What follows belongs to an exercise in optimizing a design on an open flow for small area; a production flow would make more cautious choices.
The RTL was checked by simulation tests, not by an equivalence proof against the original design.

==> run Z <==
## IG
module IG(
	clk,
	rst,
	mode_w,
	datain,
	dataout,
	DCT_out,
	IDCT_out,
	state
);
export LEC_CHECK = 0
export CAP_MARGIN = 20
export CORE_MARGIN = 2
export CORE_UTILIZATION = 30
export SLEW_MARGIN = 20
create_clock -name core_clock -period 10.0 [get_ports {clk}]
run.sh (not shown) runs the stock make flow with config.mk's settings and CLKGATE_MAP_FILE= SYNTH_SCRIPT=/design/flow/synth_recipe.tcl, a recipe that flattens the netlist after the stock synthesis.
==> inputs of run F, as changes to run Z <==
--- a/flow/design.v
+++ b/flow/design.v
@@ -17,16 +17,21 @@
 wire [5:0] state_trans;      
 wire [21:0] dataout_trans;   
 wire [22:0] even_dru,odd_dru;  
 wire [21:0] acfout,bdegout;   
 wire [21:0] idruout,dataout_temp;  
+wire [21:0] addsum,subsum;   
 reg mode;
 assign state=state_trans;
 assign dataout=dataout_temp;
 assign DCT_out=dataout_temp[20:9]+dataout_temp[8];
 assign IDCT_out=dataout_temp[13:6]+dataout_temp[5];
 dru mydru(
+	.opa(acfout),
+	.opb(bdegout),
+	.addsum(addsum),
+	.subsum(subsum),
 	.datain(datain[21:10]),
 	.datain_trans(dataout_trans),
 	.rst(rst),
 	.clk(clk),
 	.mode(mode),
@@ -51,10 +56,12 @@
 	.dataout(bdegout)
 );
 idru myidru(
 	.MUXA(acfout),
 	.MUXB(bdegout),
+	.add(addsum),
+	.sub(subsum),
 	.rst(rst),
 	.clk(clk),
 	.mode(mode),
 	.state(state_trans[2:0]),
 	.out_2_trans(idruout),
@@ -159,19 +166,25 @@
 		dataout<=valid?y3:22'b0;
 	end
 end
 endmodule
 module dru(
+	opa,
+	opb,
+	addsum,
+	subsum,
 	datain,
 	datain_trans,
 	rst,
 	clk,
 	mode,
 	state,
 	even,
 	odd
 );
+input [21:0] opa,opb;
+output [21:0] addsum,subsum;
 input [11:0] datain;
 input [21:0] datain_trans;
 input clk,rst,mode;
 input [2:0] state;
 output [22:0] even,odd;
@@ -179,29 +192,32 @@
 reg [21:0] datain_trans_r;
 reg [22:0] even,odd;
 reg [21:0] lifo0,lifo1,lifo2,lifo3;
 wire [2:0] state_fit;
 wire [21:0] din,MUXA,MUXB;
-wire [22:0] l3,mb,add,sub;
+wire [22:0] l3,mb,add,sub,x,y;
 assign state_fit=state-3'b001;
 assign din={datain_r,10'b0};
 assign MUXA=state_fit[2]?datain_trans_r:din;
 assign MUXB=state_fit[2]?din:datain_trans_r;
 assign l3={lifo3[21],lifo3};
 assign mb={MUXB[21],MUXB};
-cia #(.W(23),.B(8)) uadd(.a(l3),.b(mb),.ci(1'b0),.s(add));
-cia #(.W(23),.B(8)) usub(.a(l3),.b(~mb),.ci(1'b1),.s(sub));
+assign x=mode?{opa[21],opa}:l3;
+assign y=mode?{opb[21],opb}:mb;
+cia #(.W(23),.B(6)) uadd(.a(x),.b(y),.ci(1'b0),.s(add));
+cia #(.W(23),.B(6)) usub(.a(x),.b(~y),.ci(1'b1),.s(sub));
+assign addsum=add[21:0];
+assign subsum=sub[21:0];
 always@(posedge clk or negedge rst)begin
 	if(!rst)begin
 		lifo0<=22'b0;
 		lifo1<=22'b0;
 		lifo2<=22'b0;
 		lifo3<=22'b0;
 		even<=23'b0;
 		odd<=23'b0;
 		datain_r<=12'b0;
-		datain_trans_r<=22'b0;
 	end
 	else begin
 		if(state_fit[1:0]==2'b00) lifo0<=MUXA;
 		case(state_fit[1:0])
 			2'b00: lifo1<=lifo0;
@@ -221,13 +237,15 @@
 		else begin
 			even<=add;
 			odd<=sub;
 		end
 		datain_r<=datain;
-		datain_trans_r<=datain_trans;
 	end
 end
+always@(posedge clk)begin
+	datain_trans_r<=datain_trans;
+end
 endmodule
 module acf(
 	datain,
 	clk,
 	rst,
@@ -243,13 +261,11 @@
 reg [23:0] multa,multc,multf;
 wire [2:0] state_fit;
 wire [1:0] g;
 reg [23:0] acc0_r,acc1_r,acc2_r,acc3_r;
 reg [21:0] ds0,ds1,ds2,ds3;
-reg [1:0] s0,s1,s2,s3;
-reg n0,n1,n2,n3;
-reg [23:0] o0,o1,o2,o3;
+wire [23:0] o0,o1,o2,o3;
 wire [23:0] sum0,sum1,sum2,sum3;
 assign temp1={{2{datain[22]}},datain[22:1]};
 assign temp2={{3{datain[22]}},datain[22:2]};
 assign temp3={{4{datain[22]}},datain[22:3]};
 assign temp4={{5{datain[22]}},datain[22:4]};
@@ -270,54 +286,56 @@
 csa uf1(.x(temp3),.y(temp4),.z(temp8),.cin(1'b0),.s(fs1),.c(fc1));
 csa uf2(.x(fs1),.y(fc1),.z(~temp14),.cin(1'b0),.s(fs2),.c(fc2));
 cia #(.W(24),.B(8)) umf(.a(fs2),.b(fc2),.ci(1'b1),.s(mf));
 assign state_fit=state-3'b011;
 assign g=state_fit[1:0];
+reg n0,n1,n2,n3;
+wire swap,sa0,sa1;
+wire [23:0] x,y;
+assign swap=mode?(g==2'd2):(g==2'd0||g==2'd3);
+assign x=swap?multf:multc;
+assign y=swap?multc:multf;
+assign sa0=!(mode&&(g==2'd1||g==2'd2));
+assign sa1=mode&&(g==2'd0||g==2'd3);
+assign o0=sa0?multa:x;
+assign o1=sa1?multa:y;
+assign o2=sa0?multa:y;
+assign o3=sa1?multa:x;
 always@(*)begin
 	if(mode)begin
 		case(g)
-			2'd0: begin s0=0;n0=0; s1=0;n1=1; s2=0;n2=1; s3=0;n3=0; end
-			2'd1: begin s0=1;n0=0; s1=2;n1=0; s2=2;n2=1; s3=1;n3=1; end
-			2'd2: begin s0=2;n0=0; s1=1;n1=1; s2=1;n2=0; s3=2;n3=1; end
-			default: begin s0=0;n0=0; s1=0;n1=0; s2=0;n2=0; s3=0;n3=0; end
+			2'd0: begin n0=0; n1=1; n2=1; n3=0; end
+			2'd1: begin n0=0; n1=0; n2=1; n3=1; end
+			2'd2: begin n0=0; n1=1; n2=0; n3=1; end
+			default: begin n0=0; n1=0; n2=0; n3=0; end
 		endcase
 	end
 	else begin
 		case(g)
-			2'd0: begin s0=0;n0=0; s1=1;n1=1; s2=0;n2=0; s3=2;n3=1; end
-			2'd1: begin s0=0;n0=0; s1=2;n1=1; s2=0;n2=1; s3=1;n3=0; end
-			2'd2: begin s0=0;n0=0; s1=2;n1=0; s2=0;n2=1; s3=1;n3=1; end
-			default: begin s0=0;n0=0; s1=1;n1=0; s2=0;n2=0; s3=2;n3=0; end
+			2'd0: begin n0=0; n1=1; n2=0; n3=1; end
+			2'd1: begin n0=0; n1=1; n2=1; n3=0; end
+			2'd2: begin n0=0; n1=0; n2=1; n3=1; end
+			default: begin n0=0; n1=0; n2=0; n3=0; end
 		endcase
 	end
-	o0=(s0==2'd0)?multa:(s0==2'd1)?multc:multf;
-	o1=(s1==2'd0)?multa:(s1==2'd1)?multc:multf;
-	o2=(s2==2'd0)?multa:(s2==2'd1)?multc:multf;
-	o3=(s3==2'd0)?multa:(s3==2'd1)?multc:multf;
 end
 cia #(.W(24),.B(6)) uacc0(.a(acc0_r),.b(o0^{24{n0}}),.ci(n0),.s(sum0));
 cia #(.W(24),.B(6)) uacc1(.a(acc1_r),.b(o1^{24{n1}}),.ci(n1),.s(sum1));
 cia #(.W(24),.B(6)) uacc2(.a(acc2_r),.b(o2^{24{n2}}),.ci(n2),.s(sum2));
 cia #(.W(24),.B(6)) uacc3(.a(acc3_r),.b(o3^{24{n3}}),.ci(n3),.s(sum3));
 assign dataout=ds0;
 always@(posedge clk or negedge rst)begin
 	if(!rst)begin
-		multa<=24'h0;
-		multc<=24'h0;
-		multf<=24'h0;
 		acc0_r<=24'h2;
 		acc1_r<=24'h2;
 		acc2_r<=24'h2;
 		acc3_r<=24'h2;
 		ds0<=22'h0;
 		ds1<=22'h0;
 		ds2<=22'h0;
 	end
 	else begin
-		multa<=ma;
-		multc<=mc;
-		multf<=mf;
 		if(g==2'd3)begin
 			acc0_r<=24'h2;
 			acc1_r<=24'h2;
 			acc2_r<=24'h2;
 			acc3_r<=24'h2;
@@ -336,10 +354,13 @@
 		end
 	end
 end
 always@(posedge clk)begin
 	ds3<=sum3[23:2];
+	multa<=ma;
+	multc<=mc;
+	multf<=mf;
 end
 endmodule
 module bdeg(
 	datain,
 	clk,
@@ -356,13 +377,11 @@
 reg [23:0] multb,multd,multe,multg;
 wire [2:0] state_fit;
 wire [1:0] g;
 reg [23:0] acc0_r,acc1_r,acc2_r,acc3_r;
 reg [21:0] ds0,ds1,ds2,ds3;
-reg [1:0] s0,s1,s2,s3;
-reg n0,n1,n2,n3;
-reg [23:0] o0,o1,o2,o3;
+wire [23:0] o0,o1,o2,o3;
 wire [23:0] sum0,sum1,sum2,sum3;
 assign temp1={{2{datain[22]}},datain[22:1]};
 assign temp2={{3{datain[22]}},datain[22:2]};
 assign temp3={{4{datain[22]}},datain[22:3]};
 assign temp4={{5{datain[22]}},datain[22:4]};
@@ -388,56 +407,59 @@
 csa ug1(.x(temp4),.y(temp5),.z(temp8),.cin(1'b0),.s(gs1),.c(gc1));
 csa ug2(.x(gs1),.y(gc1),.z(~temp13),.cin(1'b0),.s(gs2),.c(gc2));
 cia #(.W(24),.B(8)) umg(.a(gs2),.b(gc2),.ci(1'b1),.s(mg));
 assign state_fit=state-3'b011;
 assign g=state_fit[1:0];
+reg n0,n1,n2,n3;
+reg [1:0] k;
+wire [23:0] u0,u1,u2,u3,r0,r1,r2,r3;
+assign u0=k[1]?multg:multb;
+assign u1=k[1]?multd:multe;
+assign u2=k[1]?multb:multg;
+assign u3=k[1]?multe:multd;
+assign r0=k[0]?u1:u0;
+assign r1=k[0]?u2:u1;
+assign r2=k[0]?u3:u2;
+assign r3=k[0]?u0:u3;
+assign o0=r0;
+assign o1=r3;
+assign o2=r1;
+assign o3=r2;
 always@(*)begin
 	if(mode)begin
 		case(g)
-			2'd0: begin s0=1;n0=0; s1=3;n1=1; s2=0;n2=1; s3=2;n3=1; end
-			2'd1: begin s0=2;n0=0; s1=0;n1=1; s2=3;n2=0; s3=1;n3=0; end
-			2'd2: begin s0=0;n0=0; s1=1;n1=0; s2=2;n2=0; s3=3;n3=0; end
-			default: begin s0=3;n0=0; s1=2;n1=1; s2=1;n2=0; s3=0;n3=1; end
+			2'd0: begin k=2'd3; n0=0; n1=1; n2=1; n3=1; end
+			2'd1: begin k=2'd1; n0=0; n1=1; n2=0; n3=0; end
+			2'd2: begin k=2'd0; n0=0; n1=0; n2=0; n3=0; end
+			default: begin k=2'd2; n0=0; n1=1; n2=0; n3=1; end
 		endcase
 	end
 	else begin
 		case(g)
-			2'd0: begin s0=3;n0=0; s1=2;n1=1; s2=1;n2=0; s3=0;n3=1; end
-			2'd1: begin s0=2;n0=0; s1=0;n1=1; s2=3;n2=0; s3=1;n3=0; end
-			2'd2: begin s0=1;n0=0; s1=3;n1=1; s2=0;n2=1; s3=2;n3=1; end
-			default: begin s0=0;n0=0; s1=1;n1=0; s2=2;n2=0; s3=3;n3=0; end
+			2'd0: begin k=2'd2; n0=0; n1=1; n2=0; n3=1; end
+			2'd1: begin k=2'd1; n0=0; n1=1; n2=0; n3=0; end
+			2'd2: begin k=2'd3; n0=0; n1=1; n2=1; n3=1; end
+			default: begin k=2'd0; n0=0; n1=0; n2=0; n3=0; end
 		endcase
 	end
-	o0=(s0==2'd0)?multb:(s0==2'd1)?multd:(s0==2'd2)?multe:multg;
-	o1=(s1==2'd0)?multb:(s1==2'd1)?multd:(s1==2'd2)?multe:multg;
-	o2=(s2==2'd0)?multb:(s2==2'd1)?multd:(s2==2'd2)?multe:multg;
-	o3=(s3==2'd0)?multb:(s3==2'd1)?multd:(s3==2'd2)?multe:multg;
 end
 cia #(.W(24),.B(6)) uacc0(.a(acc0_r),.b(o0^{24{n0}}),.ci(n0),.s(sum0));
 cia #(.W(24),.B(6)) uacc1(.a(acc1_r),.b(o1^{24{n1}}),.ci(n1),.s(sum1));
 cia #(.W(24),.B(6)) uacc2(.a(acc2_r),.b(o2^{24{n2}}),.ci(n2),.s(sum2));
 cia #(.W(24),.B(6)) uacc3(.a(acc3_r),.b(o3^{24{n3}}),.ci(n3),.s(sum3));
 assign dataout=ds0;
 always@(posedge clk or negedge rst)begin
 	if(!rst)begin
-		multb<=24'h0;
-		multd<=24'h0;
-		multe<=24'h0;
-		multg<=24'h0;
 		acc0_r<=24'h2;
 		acc1_r<=24'h2;
 		acc2_r<=24'h2;
 		acc3_r<=24'h2;
 		ds0<=22'h0;
 		ds1<=22'h0;
 		ds2<=22'h0;
 	end
 	else begin
-		multb<=mb;
-		multd<=md;
-		multe<=me;
-		multg<=mg;
 		if(g==2'd3)begin
 			acc0_r<=24'h2;
 			acc1_r<=24'h2;
 			acc2_r<=24'h2;
 			acc3_r<=24'h2;
@@ -456,34 +478,38 @@
 		end
 	end
 end
 always@(posedge clk)begin
 	ds3<=sum3[23:2];
+	multb<=mb;
+	multd<=md;
+	multe<=me;
+	multg<=mg;
 end
 endmodule
 module idru(
 	MUXA,
 	MUXB,
+	add,
+	sub,
 	rst,
 	clk,
 	mode,  
 	state,
 	out_2_trans,
 	out_2_port
 );
-input [21:0] MUXA,MUXB;
+input [21:0] MUXA,MUXB,add,sub;
 input clk,rst,mode;
 input [2:0] state;
 output [21:0] out_2_trans,out_2_port;
 reg [21:0] q0,q1,q2,q3;
-wire [21:0] add,sub,v,w,outnew;
+wire [21:0] v,w,outnew;
 wire [2:0] state_fit;
 wire [1:0] g;
 assign state_fit=state-3'b011;
 assign g=state_fit[1:0];
-assign add=MUXA+MUXB;
-assign sub=MUXA-MUXB;
 assign v=mode?sub:MUXA;
 assign w=mode?sub:MUXB;
 assign outnew=mode?add:(g==2'd0)?MUXA:(g==2'd2)?q1:q0;
 assign out_2_trans=state_fit[2]?q3:outnew;
 assign out_2_port=state_fit[2]?outnew:q3;
- CORE_UTILIZATION: 30 -> 45
- CTS_BUF_LIST: unset -> sky130_fd_sc_hd__clkbuf_16
- CTS_CLUSTER_DIAMETER: unset -> 100
- CTS_CLUSTER_SIZE: unset -> 25
==> inputs of run R, as changes to run Z <==
- CORE_UTILIZATION: 30 -> 45
- CTS_BUF_LIST: unset -> sky130_fd_sc_hd__clkbuf_8
- CTS_CLUSTER_SIZE: unset -> 30
==> notes.md <==
- The run finished with no timing, DRC or antenna violations.
- In this run the tightest slew margin relative to its limit is 0.304.
- At the end of routability-driven placement, the weighted congestion stood at 0.896.
- For this run, the top clock speed supported by timing is 121 MHz.
- By count the netlist is led by dfxtp_1, dfrtp_1, fa_1, inv_1, nand2_1.
- The cell area after layout is 96600 µm².
- The cell chosen for the clock root is clkbuf_16.
- Of the post-synthesis cell area, the dominant cell type holds 0.302.
- Using the TritonRoute via totals, the vias-per-cell ratio works out to 4.52.
- The number of gates resized after cts is 0.
- The post-layout instance count excluding filler cells is 11000.
- Measured in cells, the most critical reg-to-reg path has a length of 27.
- The worst setup path is captured at a flip-flop.
- No sink is reached through more buffers than the 3 on the longest clock path.
- The number of nets in the layout is 8107.
- The count of placed standard cells including taps is 10600.
- The first-pass GRT wire length is 304000 µm.
-- figures above: run Z

==> notes.md <==
- The number of gates resized after cts is 1.
- The total of plain and repair buffers excluding clock buffers is 160.
- By count the netlist is led by dfxtp_1, dfrtp_1, fa_1, inv_1, ha_1.
- In the global route stage, met1 resource usage came out at 0.270.
- The post-synthesis share of cell area spent on xor and xnor gates is 0.0288.
- Counting cells, the worst reg-to-reg path comes to 27.
- The longest clock path from root to sink contains 3 buffers.
- The worst-case headroom to the max-slew limit is 0.222.
- The achievable frequency is 105 MHz.
- The share of synthesized area in the top cell type comes to 0.365.
- The endpoint kind of the worst setup timing path is an output pin.
- The post-layout instance count excluding filler cells is 8642.
- The flow ran to the end and the layout has no timing, DRC or antenna violations.
- In this run, placement finished with an instance count of 8488.
- The first global-routing pass estimated 265000 µm of wire.
- The placer congestion estimate is 0.934.
-- figures above: run F

==> notes.md <==
- The flow ran to the end and the layout has no timing, DRC or antenna violations.
- The placer congestion estimate is 0.896.
- The cell type with the largest total area after synthesis is dfxtp_1.
- Dividing the detail-routed via count by the number of cells gives 5.02.
- The achievable frequency is 114 MHz.
- For the worst flop-to-flop path, the logic depth is 28.
- The first global-routing pass estimated 305000 µm of wire.
- The maximum root-to-sink buffer count is 4.
- The number of nets in the layout is 8238.
- The count of placed standard cells including taps is 9384.
- The commonest cells after synthesis are dfxtp_1, dfrtp_1, fa_1, inv_1, nand2_1.
- Gates resized during post-CTS repair numbered 0.
- Of the post-synthesis cell area, the dominant cell type holds 0.302.
- The finished layout holds 9975 standard cells, fillers aside.
-- figures above: run R

-- what the ideal ports hide --
No port has a modelled driver above. Below, the same layouts with a new extraction and two added sets of constraints. Step 1 (the two cells are an assumption about what drives the block):
set clk [get_ports {clk}]
set_driving_cell -lib_cell sky130_fd_sc_hd__clkbuf_16 $clk
set_driving_cell -lib_cell sky130_fd_sc_hd__buf_2 [delete_from_list [all_inputs] $clk]
Step 2 times the ports against the registers' clock, not the clock port: input delays grow and output delays shrink by t, the midpoint of the rising clock arrivals with the driver on. Three values: no drivers, after step 1, after step 2; two values: the first two.
| run | t, ns | setup WS [ns] | latest minus earliest clock arrival (ns) | cell pins on the clock port's net |
|---|---|---|---|---|
| run Z | 0.914 | 1.704 / 1.704 / 1.704 | 0.107 / 0.108 | 1 |
| run F | 0.836 | 0.452 / 0.365 / 1.201 | 0.080 / 0.080 | 1 |
| run R | 1.049 | 1.196 / 1.118 / 1.271 | 0.132 / 0.132 | 1 |
After both steps setup and hold are still met in every run listed.
